What follows belongs to an exercise in optimizing a design on an open flow for small area; a production flow would make more cautious choices.
At most, simulation tests tie the RTL to the original design; equivalence was not proved.
No driver is modelled on the clock port, so clocking that relies on it looks cheaper here than on a real chip.
Power is estimated from default activity; no workload was simulated.

red:
==> flow/design.v <==
module Debounce(
	input b,
	input clk,
	output reg d,
	output ex);
	reg s1, s0;
	assign ex = s1 & ~s0 & ~b;
	always @(posedge clk) begin
		s0 <= b;
		s1 <= (s1 & s0) | (s1 & b) | (s0 & b);
		d <= ex;
	end
endmodule
module GoButton(
	input b,
	input clk,
	input rd,
	input [1:0] r,
	output pr,
	output [1:0] rs,
	output ex);
	reg s1, s0, p;
	assign ex = ~p & s1 & ~s0 & ~b;
	assign pr = p;
	assign rs = {s1, s0};
	wire pn = ex & rd;
	always @(posedge clk) begin
		p <= pn;
		s0 <= pn ? r[0] : b;
		s1 <= pn ? r[1] : (~p & ((s1 & s0) | (s1 & b) | (s0 & b)));
	end
endmodule
module progmem(	input  clk,
		input  go,
		input  rst,
		output reg [2:0] idx);
	reg nz, p;
	wire top7 = &idx;
	wire sel8 = p & top7;
	wire inc  = p & ~top7;
	always @(posedge clk) begin
		nz <= go ? ~sel8 : (~rst & nz);
		p  <= go ? ~sel8 : (~rst & sel8);
		idx[0] <= nz & (idx[0] ^ inc);
		idx[1] <= nz & (idx[1] ^ (inc & idx[0]));
		idx[2] <= nz & (idx[2] ^ (inc & idx[0] & idx[1]));
	end
endmodule
module top(	input [1:0]op,
		input [1:0]register,
		input [7:0]data,
		input clk,
		input go,
		input prog,
		input load,
		output reg [7:0]q);
	reg [7:0] R [0:3];
	wire      pend;
	wire [1:0] rs;
	wire [2:0] k;
	wire       ldpulse;
	wire       ex;
	wire       rd;
	wire [1:0] r;
	GoButton myButton (.b(go), .clk(clk), .rd(rd), .r(r), .pr(pend), .rs(rs), .ex(ex));
	Debounce loader (.b(load), .clk(clk), .d(ldpulse), .ex());
	progmem myProgram (.clk(clk), .go(ldpulse), .rst(prog), .idx(k));
	wire k0 = (k == 3'd0);
	wire k1 = (k == 3'd1);
	wire k5 = (k == 3'd5);
	wire kar = (k[2:1] == 2'b10);
	wire [1:0] m = data[5:4];
	wire nar = (op == 2'b11);
	assign rd = prog ? k[1] : (op == 2'b01);
	assign r = prog ? {1'b0, k[0] & (k[1] | k[2])} : register;
	wire [1:0] s = prog ? {1'b0, k1 | (k == 3'd4)} : data[7:6];
	wire imm_n = ~prog & (op == 2'b00);
	wire imm_p = prog & k0;
	wire useA = prog ? kar : (nar & ~m[1]);
	wire andm = ~prog & nar & (m == 2'b10);
	wire sub  = prog ? k5 : (nar & (m == 2'b01));
	wire inv  = prog ? k5 : (nar & m[0]);
	wire wr   = prog ? ~k[1] : ((op != 2'b01) & ~(nar && m == 2'b11 && register != 2'b00));
	wire [1:0] asel = pend ? rs : r;
	wire [7:0] a = R[asel];
	wire [7:0] b = R[s];
	wire [7:0] x = (data & {8{imm_n}}) | {7'd0, imm_p} | (a & ({8{useA}} | (b & {8{andm}})));
	wire [7:0] y = (b ^ {8{inv}}) & {8{~imm_n & ~imm_p & ~andm}};
	wire [8:0] c;
	assign c[0] = sub;
	assign c[6] = 1'b0;
	genvar i;
	generate for (i = 0; i < 8; i = i + 1) begin : fa
		if (i != 5)
			assign c[i+1] = (x[i] & y[i]) | (x[i] & c[i]) | (y[i] & c[i]);
	end endgenerate
	wire [7:0] sum = x ^ y ^ c[7:0];
	wire c6 = (x[5] & y[5]) | (x[5] & c[5]) | (y[5] & c[5]);
	wire [7:0] res = {sum[7] ^ (c6 & sum[6]), sum[6] ^ c6, sum[5:0]};
	wire we = ex & wr;
	always @(posedge clk) begin
		if (pend)
			q <= a;
		if (we)
			R[r] <= res;
	end
endmodule
==> flow/config.mk <==
export PLATFORM = sky130hd
export DESIGN_NAME = top
export DESIGN_NICKNAME = top
export VERILOG_FILES = /design/flow/design.v
export SDC_FILE = /design/flow/constraint.sdc
export NUM_CORES = 4
export LEC_CHECK = 0
export CAP_MARGIN = 0
export CORE_MARGIN = 2
export CORE_UTILIZATION = 40
export GPL_TIMING_DRIVEN = 0
export SLEW_MARGIN = 0
==> flow/constraint.sdc <==
create_clock -name core_clock -period 5.0 [get_ports {clk}]
set_input_delay 1.0000 -clock core_clock [delete_from_list [all_inputs] [get_ports {clk}]]
set_output_delay 1.0000 -clock core_clock [all_outputs]
set_load 0.01 [all_outputs]
standard.sh (not shown) runs the stock make flow with config.mk's settings and CLKGATE_MAP_FILE= SYNTH_SCRIPT=/design/flow/synth_recipe.tcl, a recipe that flattens the netlist after the stock synthesis.
==> flow/flow/run.sh <==
#!/bin/bash
# Standard synthesis and layout (standard.sh), with these layout choices changed:
#  - synthesis buffers are removed before global placement (pre_gpl.tcl);
#  - port buffers are buf_1 cells (the resizer may still upsize them);
#  - clock tree synthesis uses clkbuf_8 cells and inserts no dummy loads
#    (post_cts.tcl then swaps some for clkbuf_4 where the clock slew allows);
#  - after clock tree synthesis, cells are sized down where slack allows
#    (post_cts.tcl), and again after global routing (post_grt.tcl).
set -euo pipefail
F="$(pwd)/flow"
bash standard.sh synth > synth.log 2>&1
bash standard.sh finish \
  "PRE_GLOBAL_PLACE_TCL=$F/pre_gpl.tcl" \
  "POST_CTS_TCL=$F/post_cts.tcl" \
  "POST_GLOBAL_ROUTE_TCL=$F/post_grt.tcl" \
  "BUFFER_PORTS_ARGS=-buffer_cell sky130_fd_sc_hd__buf_1" \
  "CTS_ARGS=-sink_clustering_enable -repair_clock_nets -dont_use_dummy_load -buf_list sky130_fd_sc_hd__clkbuf_8" \
  > layout.log 2>&1
Other scripts of this flow, unchanged in this note and not shown: flow/flow/area_recover.tcl, flow/flow/post_cts.tcl, flow/flow/post_grt.tcl, flow/flow/pre_gpl.tcl
red finished every stage and its layout cleared the timing, design-rule and antenna checks.
Inputs modified between red and blue:
==> flow/design.v, changed modules only <==
module progmem(	input  clk,
		input  go,
		input  rst,
		output reg [2:0] idx);
	reg p, e;
	wire top7 = &idx;
	wire sel8 = p & top7;
	wire inc  = p & ~top7;
	wire nz   = p | e;
	always @(posedge clk) begin
		e  <= ~go & ~rst & ~sel8 & nz;
		p  <= go ? ~sel8 : (~rst & sel8);
		idx[0] <= nz & (idx[0] ^ inc);
		idx[1] <= nz & (idx[1] ^ (inc & idx[0]));
		idx[2] <= nz & (idx[2] ^ (inc & idx[0] & idx[1]));
	end
endmodule
module top(	input [1:0]op,
		input [1:0]register,
		input [7:0]data,
		input clk,
		input go,
		input prog,
		input load,
		output reg [7:0]q);
	reg [7:0] R [0:3];
	wire      pend;
	wire [1:0] rs;
	wire [2:0] k;
	wire       ldpulse;
	wire       ex;
	wire       rd;
	wire [1:0] r;
	GoButton myButton (.b(go), .clk(clk), .rd(rd), .r(r), .pr(pend), .rs(rs), .ex(ex));
	Debounce loader (.b(load), .clk(clk), .d(ldpulse), .ex());
	progmem myProgram (.clk(clk), .go(ldpulse), .rst(prog), .idx(k));
	wire k0 = (k == 3'd0);
	wire k1 = (k == 3'd1);
	wire k5 = (k == 3'd5);
	wire kar = (k[2:1] == 2'b10);
	wire [1:0] m = data[5:4];
	wire nar = (op == 2'b11);
	assign rd = prog ? k[1] : (op == 2'b01);
	assign r = prog ? {1'b0, k[0] & (k[1] | k[2])} : register;
	wire [1:0] s = prog ? {1'b0, k1 | (k == 3'd4)} : data[7:6];
	wire imm_n = ~prog & (op == 2'b00);
	wire imm_p = prog & k0;
	wire useA = prog ? kar : (nar & ~m[1]);
	wire andm = ~prog & nar & (m == 2'b10);
	wire sub  = prog ? k5 : (nar & (m == 2'b01));
	wire inv  = prog ? k5 : (nar & m[0]);
	wire wr   = prog ? ~k[1] : ((op != 2'b01) & ~(nar && m == 2'b11 && register != 2'b00));
	wire [1:0] asel = pend ? rs : r;
	wire [7:0] a = R[asel];
	wire [7:0] b = R[s];
	wire [7:0] x = (data & {8{imm_n}}) | {7'd0, imm_p} | (a & ({8{useA}} | (b & {8{andm}})));
	wire [7:0] y = (b ^ {8{inv}}) & {8{~imm_n & ~imm_p & ~andm}};
	wire [8:0] c;
	assign c[0] = sub;
	assign c[4] = 1'b0;
	genvar i;
	generate for (i = 0; i < 8; i = i + 1) begin : fa
		if (i != 3)
			assign c[i+1] = (x[i] & y[i]) | (x[i] & c[i]) | (y[i] & c[i]);
	end endgenerate
	wire [7:0] sum = x ^ y ^ c[7:0];
	wire [3:0] u = sum[7:4];
	wire c4 = (x[3] & y[3]) | (x[3] & c[3]) | (y[3] & c[3]);
	wire [3:0] allone = {u[2] & u[1] & u[0], u[1] & u[0], u[0], 1'b1};
	wire [7:0] res = {u ^ (allone & {4{c4}}), sum[3:0]};
	wire we = ex & wr;
	always @(posedge clk) begin
		if (pend)
			q <= a;
		if (we)
			R[r] <= res;
	end
endmodule
- blue gives less ratio of cells with drive above 1 in the final layout than red did.
- Layout net count: blue lower than red
- Taking red as the reference, in blue maximum vdd ir drop has decreased, clock network power has remained practically unchanged.
- Cmp blue and red / clock skew / lower: blue
- Starting utilization of the core area delta for blue relative to red: 1.2 points lower
- Looking at worst setup slack, blue sits 140 ps above red.
No run of this note included a check of the RTL's function; only the layout flow was run.

* * *

Another version of the RTL of top (not shown whole).
Size: ~24 I/O pins, about 0.0027 sq mm of cells after synthesis.
==> module top, before the edit <==
module top(	input [1:0]op,
		input [1:0]register,
		input [7:0]data,
		input clk,
		input go,
		input prog,
		input load,
		output reg [7:0]q);
	reg [7:0] R [0:3];
	wire      pend;
	wire [1:0] rs;
	wire [2:0] k;
	wire       ldpulse;
	wire       ex;
	wire       rd;
	wire [1:0] r;
	GoButton myButton (.b(go), .clk(clk), .rd(rd), .r(r), .pr(pend), .rs(rs), .ex(ex));
	Debounce loader (.b(load), .clk(clk), .d(ldpulse), .ex());
	progmem myProgram (.clk(clk), .go(ldpulse), .rst(prog), .idx(k));
	wire k0 = (k == 3'd0);
	wire k1 = (k == 3'd1);
	wire k5 = (k == 3'd5);
	wire kar = (k[2:1] == 2'b10);
	wire [1:0] m = data[5:4];
	wire nar = (op == 2'b11);
	assign rd = prog ? k[1] : (op == 2'b01);
	assign r = prog ? {1'b0, k[0] & (k[1] | k[2])} : register;
	wire [1:0] s = prog ? {1'b0, k1 | (k == 3'd4)} : data[7:6];
	wire imm_n = ~prog & (op == 2'b00);
	wire imm_p = prog & k0;
	wire useA = prog ? kar : (nar & ~m[1]);
	wire andm = ~prog & nar & (m == 2'b10);
	wire sub  = prog ? k5 : (nar & (m == 2'b01));
	wire inv  = prog ? k5 : (nar & m[0]);
	wire wr   = prog ? ~k[1] : ((op != 2'b01) & ~(nar && m == 2'b11 && register != 2'b00));
	wire [1:0] asel = pend ? rs : r;
	wire [7:0] a = R[asel];
	wire [7:0] b = R[s];
	wire [7:0] x = (data & {8{imm_n}}) | {7'd0, imm_p} | (a & ({8{useA}} | (b & {8{andm}})));
	wire [7:0] y = (b ^ {8{inv}}) & {8{~imm_n & ~imm_p & ~andm}};
	wire [8:0] c;
	assign c[0] = sub;
	assign c[4] = 1'b0;
	genvar i;
	generate for (i = 0; i < 8; i = i + 1) begin : fa
		if (i != 3)
			assign c[i+1] = (x[i] & y[i]) | (x[i] & c[i]) | (y[i] & c[i]);
	end endgenerate
	wire [7:0] sum = x ^ y ^ c[7:0];
	wire [3:0] u = sum[7:4];
	wire c4 = (x[3] & y[3]) | (x[3] & c[3]) | (y[3] & c[3]);
	wire [3:0] allone = {u[2] & u[1] & u[0], u[1] & u[0], u[0], 1'b1};
	wire [7:0] res = {u ^ (allone & {4{c4}}), sum[3:0]};
	wire we = ex & wr;
	always @(posedge clk) begin
		if (pend)
			q <= a;
		if (we)
			R[r] <= res;
	end
endmodule
==> flow/config.mk <==
export PLATFORM = sky130hd
export DESIGN_NAME = top
export DESIGN_NICKNAME = top
export VERILOG_FILES = /design/flow/design.v
export SDC_FILE = /design/flow/constraint.sdc
export NUM_CORES = 4
export LEC_CHECK = 0
export CAP_MARGIN = 20
export CORE_MARGIN = 2
export CORE_UTILIZATION = 40
export GPL_TIMING_DRIVEN = 0
export SLEW_MARGIN = 20
==> flow/constraint.sdc <==
create_clock -name core_clock -period 5.0 [get_ports {clk}]
set_input_delay 1.0000 -clock core_clock [delete_from_list [all_inputs] [get_ports {clk}]]
set_output_delay 1.0000 -clock core_clock [all_outputs]
set_load 0.01 [all_outputs]
==> flow/flow/run.sh <==
#!/bin/bash
# Standard synthesis and layout (standard.sh), with two layout choices changed:
#  - port buffers are buf_1 cells (the resizer may still upsize them);
#  - clock tree synthesis uses clkbuf_8 cells and inserts no dummy loads.
set -euo pipefail
bash standard.sh synth > synth.log 2>&1
bash standard.sh finish \
  "BUFFER_PORTS_ARGS=-buffer_cell sky130_fd_sc_hd__buf_1" \
  "CTS_ARGS=-sink_clustering_enable -repair_clock_nets -dont_use_dummy_load -buf_list sky130_fd_sc_hd__clkbuf_8" \
  > layout.log 2>&1
The first run finished with timing, DRC and antenna clean.
Edit:
--- a/flow/design.v
+++ b/flow/design.v
@@ -87,19 +87,13 @@
 	wire [7:0] x = (data & {8{imm_n}}) | {7'd0, imm_p} | (a & ({8{useA}} | (b & {8{andm}})));
 	wire [7:0] y = (b ^ {8{inv}}) & {8{~imm_n & ~imm_p & ~andm}};
 	wire [8:0] c;
 	assign c[0] = sub;
-	assign c[4] = 1'b0;
 	genvar i;
 	generate for (i = 0; i < 8; i = i + 1) begin : fa
-		if (i != 3)
-			assign c[i+1] = (x[i] & y[i]) | (x[i] & c[i]) | (y[i] & c[i]);
+		assign c[i+1] = (x[i] & y[i]) | (x[i] & c[i]) | (y[i] & c[i]);
 	end endgenerate
-	wire [7:0] sum = x ^ y ^ c[7:0];
-	wire [3:0] u = sum[7:4];
-	wire c4 = (x[3] & y[3]) | (x[3] & c[3]) | (y[3] & c[3]);
-	wire [3:0] allone = {u[2] & u[1] & u[0], u[1] & u[0], u[0], 1'b1};
-	wire [7:0] res = {u ^ (allone & {4{c4}}), sum[3:0]};
+	wire [7:0] res = x ^ y ^ c[7:0];
 	wire we = ex & wr;
 	always @(posedge clk) begin
 		if (pend)
 			q <= a;
The changed run ran to the end with violations: negative setup slack.
Flip-flop and latch count stays the same.
Cell area came out lower by about 2%.
Worst setup slack is worse by 0.40 ns.
Clock-buffer cell count does not change.
Global-route usage came out lower by 0.80 points.
Only the layout flow was run in the second run of this note; the RTL was not checked for function there.

* * *

Setup of oak:
top, a different RTL version from the one above (not shown whole).
Size: ~200 cells after synthesis, ~51 flip-flops, roughly 24 I/O pins, roughly 2800 um^2 of cells after synthesis.
==> module top, before the edit <==
module top(	input [1:0]op,
		input [1:0]register,
		input [7:0]data,
		input clk,
		input go,
		input prog,
		input load,
		output reg [7:0]q);
	reg [7:0] R [0:3];
	wire      pend;
	wire [1:0] rs;
	wire [2:0] k;
	wire       ldpulse;
	wire       ex;
	wire       rd;
	wire [1:0] r;
	GoButton myButton (.b(go), .clk(clk), .rd(rd), .r(r), .pr(pend), .rs(rs), .ex(ex));
	Debounce loader (.b(load), .clk(clk), .d(ldpulse), .ex());
	progmem myProgram (.clk(clk), .go(ldpulse), .rst(prog), .idx(k));
	wire k0 = (k == 3'd0);
	wire k1 = (k == 3'd1);
	wire k5 = (k == 3'd5);
	wire kar = (k[2:1] == 2'b10);
	wire [1:0] m = data[5:4];
	wire nar = (op == 2'b11);
	assign rd = prog ? k[1] : (op == 2'b01);
	assign r = prog ? {1'b0, k[0] & (k[1] | k[2])} : register;
	wire [1:0] s = prog ? {1'b0, k1 | (k == 3'd4)} : data[7:6];
	wire imm_n = ~prog & (op == 2'b00);
	wire imm_p = prog & k0;
	wire useA = prog ? kar : (nar & ~m[1]);
	wire andm = ~prog & nar & (m == 2'b10);
	wire sub  = prog ? k5 : (nar & (m == 2'b01));
	wire inv  = prog ? k5 : (nar & m[0]);
	wire wr   = prog ? ~k[1] : ((op != 2'b01) & ~(nar && m == 2'b11 && register != 2'b00));
	wire [1:0] asel = pend ? rs : r;
	wire [7:0] a = R[asel];
	wire [7:0] b = R[s];
	wire [7:0] x = (data & {8{imm_n}}) | {7'd0, imm_p} | (a & ({8{useA}} | (b & {8{andm}})));
	wire [7:0] y = (b ^ {8{inv}}) & {8{~imm_n & ~imm_p & ~andm}};
	wire [3:0] g = x[3:0] & y[3:0];
	wire [3:0] p = x[3:0] ^ y[3:0];
	wire [8:0] c;
	assign c[0] = sub;
	assign c[4] = g[3] | (p[3] & g[2]) | (p[3] & p[2] & g[1]) | (p[3] & p[2] & p[1] & g[0])
	            | (p[3] & p[2] & p[1] & p[0] & c[0]);
	genvar i;
	generate for (i = 0; i < 8; i = i + 1) begin : fa
		if (i != 3)
			assign c[i+1] = (x[i] & y[i]) | (x[i] & c[i]) | (y[i] & c[i]);
	end endgenerate
	wire [7:0] res = x ^ y ^ c[7:0];
	wire we = ex & wr;
	always @(posedge clk) begin
		if (pend)
			q <= a;
		if (we)
			R[r] <= res;
	end
endmodule
clock: 5.0 ns
lec_check: 0
cap_margin: 0
core_margin: 2
core_utilization: 40
gpl_timing_driven: 0
slew_margin: 0
==> flow/flow/run.sh <==
#!/bin/bash
# Standard synthesis and layout (standard.sh), with these layout choices changed:
#  - synthesis buffers are removed before global placement (pre_gpl.tcl);
#  - port buffers are buf_1 cells (the resizer may still upsize them);
#  - clock tree synthesis uses clkbuf_8 cells and inserts no dummy loads;
#  - after clock tree synthesis, cells are sized down where slack allows
#    (post_cts.tcl), and again after global routing (post_grt.tcl).
set -euo pipefail
F="$(pwd)/flow"
bash standard.sh synth > synth.log 2>&1
bash standard.sh finish \
  "PRE_GLOBAL_PLACE_TCL=$F/pre_gpl.tcl" \
  "POST_CTS_TCL=$F/post_cts.tcl" \
  "POST_GLOBAL_ROUTE_TCL=$F/post_grt.tcl" \
  "BUFFER_PORTS_ARGS=-buffer_cell sky130_fd_sc_hd__buf_1" \
  "CTS_ARGS=-sink_clustering_enable -repair_clock_nets -dont_use_dummy_load -buf_list sky130_fd_sc_hd__clkbuf_8" \
  > layout.log 2>&1
Other scripts of this flow, unchanged in this note and not shown: flow/flow/area_recover.tcl, flow/flow/post_cts.tcl, flow/flow/post_grt.tcl, flow/flow/pre_gpl.tcl
The following lists how pine was set up differently from oak:
--- a/flow/design.v
+++ b/flow/design.v
@@ -85,18 +85,13 @@
 	wire [7:0] a = R[asel];
 	wire [7:0] b = R[s];
 	wire [7:0] x = (data & {8{imm_n}}) | {7'd0, imm_p} | (a & ({8{useA}} | (b & {8{andm}})));
 	wire [7:0] y = (b ^ {8{inv}}) & {8{~imm_n & ~imm_p & ~andm}};
-	wire [3:0] g = x[3:0] & y[3:0];
-	wire [3:0] p = x[3:0] ^ y[3:0];
 	wire [8:0] c;
 	assign c[0] = sub;
-	assign c[4] = g[3] | (p[3] & g[2]) | (p[3] & p[2] & g[1]) | (p[3] & p[2] & p[1] & g[0])
-	            | (p[3] & p[2] & p[1] & p[0] & c[0]);
 	genvar i;
 	generate for (i = 0; i < 8; i = i + 1) begin : fa
-		if (i != 3)
-			assign c[i+1] = (x[i] & y[i]) | (x[i] & c[i]) | (y[i] & c[i]);
+		assign c[i+1] = (x[i] & y[i]) | (x[i] & c[i]) | (y[i] & c[i]);
 	end endgenerate
 	wire [7:0] res = x ^ y ^ c[7:0];
 	wire we = ex & wr;
 	always @(posedge clk) begin
Final-report setup violation count: pine vs oak up 8. Compared with oak, in pine global placement routability congestion -0.0079, layout-stage area growth over the synthesis result grew by 1.7 points, multiplexer fraction of the synthesized cell area now larger. Completing all stages was not enough for pine: its layout failed the final checks because of negative setup slack. oak consumes more power than pine. pine vs oak, post-route setup TNS went down by 1.11 ns. Compared with oak, cell area in pine decreased by a few percent.
No functional check of the RTL was part of any run of this note.

## static timing again, ports no longer ideal
In the flow no input, the clock included, has a driving cell. The finished layouts below were timed again as built, in two steps. Step 1 assumes that a clkbuf_16 drives the clock port and a buf_2 every other input. Step 2, shift: input delay + t, output delay - t, t = (earliest + latest rising clock arrival at the registers) / 2. This alone moves slack from input paths to output paths. Three values: ideal, step 1, step 2; two values: the first two.
run | shift t [ns] | slack for setup (ns) | worst setup path after step 2
red | 0.388 | 0.099 / 0.058 / -0.330 | input to register
blue | 0.370 | 0.234 / 0.229 / -0.142 | input to register
the first run of note 2 | 0.326 | 0.241 / 0.246 / -0.079 | input to register
the second run of note 2 | 0.323 | -0.161 / -0.186 / -0.508 | input to register
oak | 0.325 | 0.173 / 0.179 / -0.146 | input to register
pine | 0.318 | -0.207 / -0.229 / -0.547 | input to register
With both steps, setup timing fails in red, blue, the first run of note 2 and oak, where it was met with ideal ports. For red, which loses most, drivers alone change the setup slack by -0.041 ns; drivers and shift together by -0.429 ns.
